From an optimization exercise on the open Yosys and OpenROAD flow, aimed at small area, a short achievable clock period and few clock cycles; shortcuts taken in it are not production practice.
Only simulation tests tie the RTL to the original design; equivalence was not proved.
Power is estimated from default activity; no workload was simulated.

File: config.mk
export PLATFORM = sky130hd
export DESIGN_NAME = mips32
export DESIGN_NICKNAME = mips32
export VERILOG_FILES = /design/flow/design.v
export SDC_FILE = /design/flow/constraint.sdc
export NUM_CORES = 8
export LEC_CHECK = 0
export CAP_MARGIN = 20
export CORE_MARGIN = 2
export CORE_UTILIZATION = 40
export SLEW_MARGIN = 20
File: constraint.sdc
create_clock -name core_clock -period 8.0 [get_ports {clk}]
set_input_delay 1.6000 -clock core_clock [delete_from_list [all_inputs] [get_ports {clk}]]
set_output_delay 1.6000 -clock core_clock [all_outputs]
set_load 0.01 [all_outputs]
File: design.v
module ifetch(
  input clk,rst,
  input stall,             
  input redirect,          
  input [9:0] target,      
  output [9:0] fetch_addr,
  output reg [9:0] pc_id   
);
  assign fetch_addr = redirect ? target : (stall ? pc_id : pc_id + 10'd1);
  always@(posedge clk)begin
    if (rst) pc_id <= 10'h3ff;    
    else pc_id <= fetch_addr;
  end
endmodule
module decode(
  input clk,
  input [31:0] IR,
  input we,                
  input [4:0] rd_w,
  input [31:0] wdata,
  output [31:0] A,         
  output [31:0] B,         
  output [31:0] D,         
  output [31:0] Imm,
  output use_rs1, use_rs2, use_rd,
  output writes_rd,
  output is_ld, is_st, is_br, is_hlt
);
  reg [31:0] reg_b [1:31]; 
  wire [5:0] op = IR[31:26];
  wire [4:0] rd = IR[25:21];
  wire [4:0] rs1 = IR[20:16];
  wire [4:0] rs2 = IR[15:11];
  wire is_alu = ~op[5] & (op[3:0] <= 4'd5);
  assign is_ld  = (op == 6'b110000);
  assign is_st  = (op == 6'b110001);
  assign is_br  = (op[5:1] == 5'b11010);
  assign is_hlt = (op == 6'b111111);
  assign use_rs1 = is_alu | is_ld | is_st | is_br;
  assign use_rs2 = is_alu & ~op[4];
  assign use_rd  = is_st;
  assign writes_rd = (is_alu | is_ld) & (rd != 5'd0);
  assign Imm = {{16{IR[15]}},IR[15:0]};
  assign A = (rs1 == 5'd0) ? 32'd0 : reg_b[rs1];
  assign B = (rs2 == 5'd0) ? 32'd0 : reg_b[rs2];
  assign D = (rd  == 5'd0) ? 32'd0 : reg_b[rd];
  always@(posedge clk)begin
    if (we) reg_b[rd_w] <= wdata;
  end
endmodule
module exe(
  input [31:0] A,
  input [31:0] B,
  input [31:0] Imm,
  input [5:0] opcode,
  input [9:0] NPC,         
  input is_br,
  output reg [31:0] ALU_out,
  output [9:0] target,
  output cond
);
  wire [31:0] a = A;
  wire [31:0] b = opcode[4] ? Imm : B;
  always@(*) begin 
    if(~opcode[5])begin
      case(opcode[3:0])
        4'd0: ALU_out = a+b;
        4'd1: ALU_out = a-b;
        4'd2: ALU_out = a^b;
        4'd3: ALU_out = a&b;
        4'd4: ALU_out = a|b;
        4'd5: ALU_out = (a>b)?32'd1:32'd0;
        default: ALU_out = 32'd0;
      endcase
    end             
    else begin
      ALU_out = a+b;  
    end
  end
  assign cond = is_br & (opcode[0] ^ (A == 32'd0));  
  assign target = NPC + Imm[9:0];
endmodule
module wb(
  input is_ld,
  input [31:0] ALU, LMD,
  output [31:0] data
);
  assign data = is_ld ? LMD : ALU;
endmodule
module mips32(
  input clk,
  input rst,
  output [9:0] imem_addr,
  input [31:0] imem_rdata,
  output [9:0] dmem_addr,
  output [31:0] dmem_wdata,
  output dmem_we,
  output dmem_re,
  input [31:0] dmem_rdata,
  output halted
);
  reg v_id;             
  reg stop;             
  reg redirect;         
  reg [9:0] target_r;
  reg halt_r;
  reg v_ex, ld_ex, st_ex, br_ex, hlt_ex, wr_ex;
  reg [4:0] rd_ex;
  reg [5:0] op_ex;
  reg [31:0] Ax, Bx, Dx, Ix;
  reg [9:0] npc_ex;
  reg v_mem, ld_mem, st_mem, hlt_mem, wr_mem;
  reg [4:0] rd_mem;
  reg [31:0] alu_mem, D_mem;
  reg v_wb, ld_wb, wr_wb;
  reg [4:0] rd_wb;
  reg [31:0] alu_wb;
  wire [9:0] pc_id;
  wire [31:0] A, B, D, Imm;
  wire use_rs1, use_rs2, use_rd, writes_rd, is_ld, is_st, is_br, is_hlt;
  wire [31:0] alux, w_data;
  wire [9:0] targetx;
  wire sel;
  wire [31:0] IR = imem_rdata;
  wire [4:0] rd  = IR[25:21];
  wire [4:0] rs1 = IR[20:16];
  wire [4:0] rs2 = IR[15:11];
  wire live_id = v_id & ~stop;
  wire hz_ex  = v_ex  & ld_ex  & wr_ex  &
                ((use_rs1 & (rd_ex == rs1)) | (use_rs2 & (rd_ex == rs2)) | (use_rd & (rd_ex == rd)));
  wire hz_mem = v_mem & ld_mem & wr_mem &
                ((use_rs1 & (rd_mem == rs1)) | (use_rs2 & (rd_mem == rs2)) | (use_rd & (rd_mem == rd)));
  wire ld_hzd = live_id & (hz_ex | hz_mem);
  wire taken = v_ex & sel;
  ifetch i_f (
    .clk(clk), .rst(rst),
    .stall(ld_hzd), .redirect(redirect), .target(target_r),
    .fetch_addr(imem_addr), .pc_id(pc_id)
  );
  decode id(
    .clk(clk), .IR(IR),
    .we(v_wb & wr_wb), .rd_w(rd_wb), .wdata(w_data),
    .A(A), .B(B), .D(D), .Imm(Imm),
    .use_rs1(use_rs1), .use_rs2(use_rs2), .use_rd(use_rd), .writes_rd(writes_rd),
    .is_ld(is_ld), .is_st(is_st), .is_br(is_br), .is_hlt(is_hlt)
  );
  reg [31:0] fA, fB, fD;
  always@(*)begin
    if (rs1 == 5'd0) fA = 32'd0;
    else if (v_ex & wr_ex & ~ld_ex & (rd_ex == rs1)) fA = alux;
    else if (v_mem & wr_mem & ~ld_mem & (rd_mem == rs1)) fA = alu_mem;
    else if (v_wb & wr_wb & (rd_wb == rs1)) fA = w_data;
    else fA = A;
    if (rs2 == 5'd0) fB = 32'd0;
    else if (v_ex & wr_ex & ~ld_ex & (rd_ex == rs2)) fB = alux;
    else if (v_mem & wr_mem & ~ld_mem & (rd_mem == rs2)) fB = alu_mem;
    else if (v_wb & wr_wb & (rd_wb == rs2)) fB = w_data;
    else fB = B;
    if (rd == 5'd0) fD = 32'd0;
    else if (v_ex & wr_ex & ~ld_ex & (rd_ex == rd)) fD = alux;
    else if (v_mem & wr_mem & ~ld_mem & (rd_mem == rd)) fD = alu_mem;
    else if (v_wb & wr_wb & (rd_wb == rd)) fD = w_data;
    else fD = D;
  end
  always@(posedge clk)begin
    if (rst) begin
      v_id <= 1'b0;
      stop <= 1'b0;
      redirect <= 1'b0;
      v_ex <= 1'b0;
    end
    else begin
      v_id <= ~taken;                        
      redirect <= taken;
      if (live_id & is_hlt & ~taken) stop <= 1'b1;
      v_ex <= live_id & ~ld_hzd & ~taken;    
    end
    target_r <= targetx;
    ld_ex <= is_ld;
    st_ex <= is_st;
    br_ex <= is_br;
    hlt_ex <= is_hlt;
    wr_ex <= writes_rd;
    rd_ex <= rd;
    op_ex <= IR[31:26];
    Ax <= fA;
    Bx <= fB;
    Dx <= fD;
    Ix <= Imm;
    npc_ex <= pc_id + 10'd1;
  end
  exe ex(
    .A(Ax), .B(Bx), .Imm(Ix), .opcode(op_ex), .NPC(npc_ex), .is_br(br_ex),
    .ALU_out(alux), .target(targetx), .cond(sel)
  );
  always@(posedge clk)begin
    if (rst) v_mem <= 1'b0;
    else v_mem <= v_ex;
    ld_mem <= ld_ex;
    st_mem <= st_ex;
    hlt_mem <= hlt_ex;
    wr_mem <= wr_ex;
    rd_mem <= rd_ex;
    alu_mem <= alux;
    D_mem <= Dx;
  end
  assign dmem_addr = alu_mem[9:0];
  assign dmem_wdata = D_mem;
  assign dmem_we = v_mem & st_mem;
  assign dmem_re = v_mem & ld_mem;
  always@(posedge clk)begin
    if (rst) begin
      v_wb <= 1'b0;
      halt_r <= 1'b0;
    end
    else begin
      v_wb <= v_mem;
      if (v_mem & hlt_mem) halt_r <= 1'b1;
    end
    ld_wb <= ld_mem;
    wr_wb <= wr_mem;
    rd_wb <= rd_mem;
    alu_wb <= alu_mem;
  end
  wb w_b(.is_ld(ld_wb), .ALU(alu_wb), .LMD(dmem_rdata), .data(w_data));
  assign halted = halt_r;
endmodule
File: run.sh
#!/bin/bash
# synth_recipe.tcl (not shown) runs the flow's synth.tcl, then flattens the netlist and writes it again
# the make line also repeats each setting of config.mk as NAME=value (left out here)
make -C /OpenROAD-flow-scripts/flow DESIGN_CONFIG=/design/flow/config.mk WORK_HOME=/design/flow/orfs CLKGATE_MAP_FILE= SYNTH_SCRIPT=/design/flow/synth_recipe.tcl finish
==> flow_summary.toml <==
[timing]
rsz0062_at_grt = "no"
tightest_slew_ps = 1260
fin_crit_sh_pct = 79.7
min_period_ps = 6380
fin_tns_setup_ps = 0
holdWs_ps = 325
slew_viol_final = 0
finalHoldViolCount = 0
fin_skew_ps = 32.5
maxSlewHeadroom_pct = 16.3
setup_violations = 0
fmax_mhz = 157

[cells_and_area]
nets = 4981
multi_input_area_um2 = 32500
postLayoutCoreUtil_pct = 44.9
area_delta_synth_final_pct = 11.4
layout.area.seq_um2 = 35300
layout-drive-gt1-share_pct = 24.2
final_cell_count_no_fill = 7235
fillers = 15192

[synthesis]
synth_ff_type = "edfxtp_1"
syn-num-nets = 5014
netlist_instances = 4827
synth_top_cell_by_area = "edfxtp_1"
yosysWarnings = 4
synth_top_area_share_pct = 42.5
synth_seq_cells = 1269
avgSynthCellArea_um2 = 14.5
synth.most_common_cell = "edfxtp_1"
synthDistinctLibCells = 94
synth_edf_count = 992
ys_top_cells_by_area = "edfxtp_1 (42%), mux4_2 (23%), dfxtp_1 (7.9%)"
synth_seq_area_share_pct = 50.4
synthTopCellsByCount = "edfxtp_1 (992), mux4_2 (727), nor2_1 (334), mux2i_1 (332), a211oi_1 (288)"
async_reset_ff_share_pct = 0
syn_area_um2 = 70100

[worst_setup_path]
cp_max_fo = 10
crit_slowest_cell = "clkdlybuf4s50_1"
cp.arrival_ps = 4780
crit_required_ps = 6400
cp_common_cell = "clkdlybuf4s50_1"
start_kind = "input pin"
crit_type = "input pin to primary output"
max_stage_delay_ps = 590
cp_cell_sequence = "clkdlybuf4s50_1, nor2_1, nor4bb_1, nand3_1, a31oi_1, o21ai_1, nor2b_1, xnor2_1, o21ai_0, clkdlybuf4s50_1"
end_kind = "primary output"

[clock_tree]
path_clk_slew_ps = 60
cts_hold_buf = 0
cts_root_buf = "clkbuf_16"
tritoncts = "done"
clkSinkCount = 1269
htreeDepth = 4
postCtsSetupBuffers = 0
cts_resized = 0
worstSkewPairLatency_ps = 820
numCtsBuffers = 138
clock_path_buffers = 3

[power_and_ir_drop]
leakagePower_nw = 26.4
pwr-share-seq_pct = 45.0
p_int_mw = 12.7
switchingPower_mw = 5.19
pwr-share-comb_pct = 18.5
p_total_mw = 17.8
powerDensity_nw_per_um2 = 228
p_sw_share_pct = 29.1
peakVddDrop_uv = 164
clock_power_share_pct = 36.4

[floorplan]
dieArea_um2 = 179000
num_rows = 153
die_x_um = 423
start_util_pct = 40.3
die_height_um = 423
ios = 121
core_um2 = 174000

[route]
ant_nets = 0
vias = 48700
drc = 0
drt_iter0_drc = 6956
via_per_inst = 6.73
wirelength_um = 259000
first_pass_iters = 8
post_drt_wl_per_cell_um = 35.8

[grt]
track_usage_pct = 28.6
grt_pass1_wl_um = 363000
grt_antenna_before_repair = 4
overflow = 0
grt_pass1_vias = 47437
grt_max_degree = 118

[place]
place_congestion = 0.967
place_inst = 6979
detailed_place_hpwl_um = 160000
io_buffers = 120

[run_status]
status = "no timing/DRC/antenna violations"

[hold_path]
min_path_type = "register to register"

[job]
cap_viol_max_count = 0
==> flip-flops by register name, summed over array words and instances (netlist names), 5 cells and up <==
register   flops
id.reg_b     992
Ax            32
Bx            32
D_mem         32
Dx            32
alu_mem       32
alu_wb        32
Ix            16
i_f.pc_id     10
npc_ex        10
target_r      10
op_ex          6
rd_ex          5
rd_mem         5
rd_wb          5
==> worst paths after layout <==
path,from,end,slack [ps],cells past startpoint
worst max-delay path,imem_rdata[29],imem_addr[4],1620,10
worst min-delay path,Dx[25]$_SDFF_PN0_,D_mem[25]$_DFF_P_,320,0
worst max register to register,op_ex[4]$_DFF_P_,Dx[0]$_SDFF_PN0_,1970,12
worst min register to register,Dx[25]$_SDFF_PN0_,D_mem[25]$_DFF_P_,320,0
==> routing by layer <==
layer	part of all wire [%]	wire [µm]	GRT usage [%]
met1	36	94100	36.3
met2	46	118000	44.0
met3	11	28300	6.83
met4	7.1	18300	17.7
met5	0	0	0
==> cells by family after synthesis <==
group / count (synthesis) / share of synthesized area (%)
DFF: 1269 / 50.4
and+or+nand+nor: 680 / 4.44
AOI/OAI and AO/OA: 1005 / 9.53
adders and majority gates: 121 / 2.19
muxes: 1082 / 28.5
xor gates and xnor gates: 102 / 1.27
buffers and inverters: 568 / 3.73
==> critical path: cells and delay by family <==
| family | cells | cell delay (ps) |
|---|---|---|
| xor gates and xnor gates | 1 | 120 |
| AOI/OAI and AO/OA | 3 | 860 |
| buffers and inverters | 2 | 1110 |
| and+or+nand+nor | 4 | 1090 |
==> power by group through the flow <==
| stage | sequential, mW | combinational, mW | clock [mW] |
|---|---|---|---|
| floorplan | 8.02 | 2.12 | 0 |
| global placement | 8.17 | 3.21 | 0 |
| detailed placement | 8.16 | 3.23 | 0 |
| CTS | 8.03 | 3.24 | 6.55 |
| global route | 8.05 | 3.50 | 6.80 |
| finish | 8.04 | 3.31 | 6.50 |
==> cells in the final DEF, fill, tap and decap left out, types with 17 or more instances in the layout <==
cell type        Yosys  routed
xnor2_1             50      50
nor2_4               1      32
o22ai_1             65      65
a31oi_1             21      21
nand2_1            102     102
edfxtp_1           992     992
o31ai_1             20      20
clkdlybuf4s50_1      0     105
clkbuf_16            0     150
nor2b_1             18      17
mux4_2             727     727
nor3_1              59      56
buf_4               32     120
nor2_1             334     303
a211oi_1           288     288
nand3_1             36      35
mux2_2              23      23
inv_1              147     145
clkinv_2             0      32
dfxtp_1            277     276
a21o_1              17      17
xor2_1              52      52
mux2i_1            332     332
a21oi_1            287     287
o221ai_1            68      68
nor4_1              24      24
a221oi_1            22      22
o21ai_0            108     108
ha_1               118     118
clkinv_1             2      21
==> stage by stage <==
step | setup slack [ps] | area [µm²]
5_1_grt | 1290 | 78100
4_1_cts | 1590 | 78100
3_5_place_dp | 1600 | 73600
3_3_place_gp | 1650 | 73500
2_1_floorplan | 2960 | 70100
6_report | 1620 | 78100
==> area by class of cell <==
| class | instances | area share [%] |
|---|---|---|
| Antenna cell | 7 | 0.0224 |
| Clock buffer | 172 | 4.99 |
| Clock inverter | 77 | 0.830 |
| Inverter | 150 | 0.721 |
| Multi-Input combinational cell | 2990 | 41.6 |
| Sequential cell | 1269 | 45.2 |
| Tap cell | 2325 | 3.72 |
| Timing Repair Buffer | 245 | 2.91 |
Testbench counts, summed over its fixed seeds: cycles 313,575.

-- separate check: timing with driven ports --
How much do the figures lean on ideal ports? The routed layout below was timed once more, with nothing changed but the port constraints.
Step 1: set_driving_cell puts a clkbuf_16 on clk and a buf_2 on each other input, an assumption about the parent block.
Step 2 also shifts input and output timing later by t, the mid clock arrival at the registers, as if the neighbouring blocks saw the same clock.
a / b / c = ideal ports / drivers / drivers and shift; a / b = the first two.
shift t [ns]: 0.897
slack for setup (ns): 1.621 / 1.599 / 1.599
worst setup path after step 2: input to output
slew at the worst register clock pin (ns): 0.07 / 0.07
After both steps setup and hold are still met in this run. The setup slack of this run moves by -0.022 ns with the drivers and by -0.022 ns with both steps.
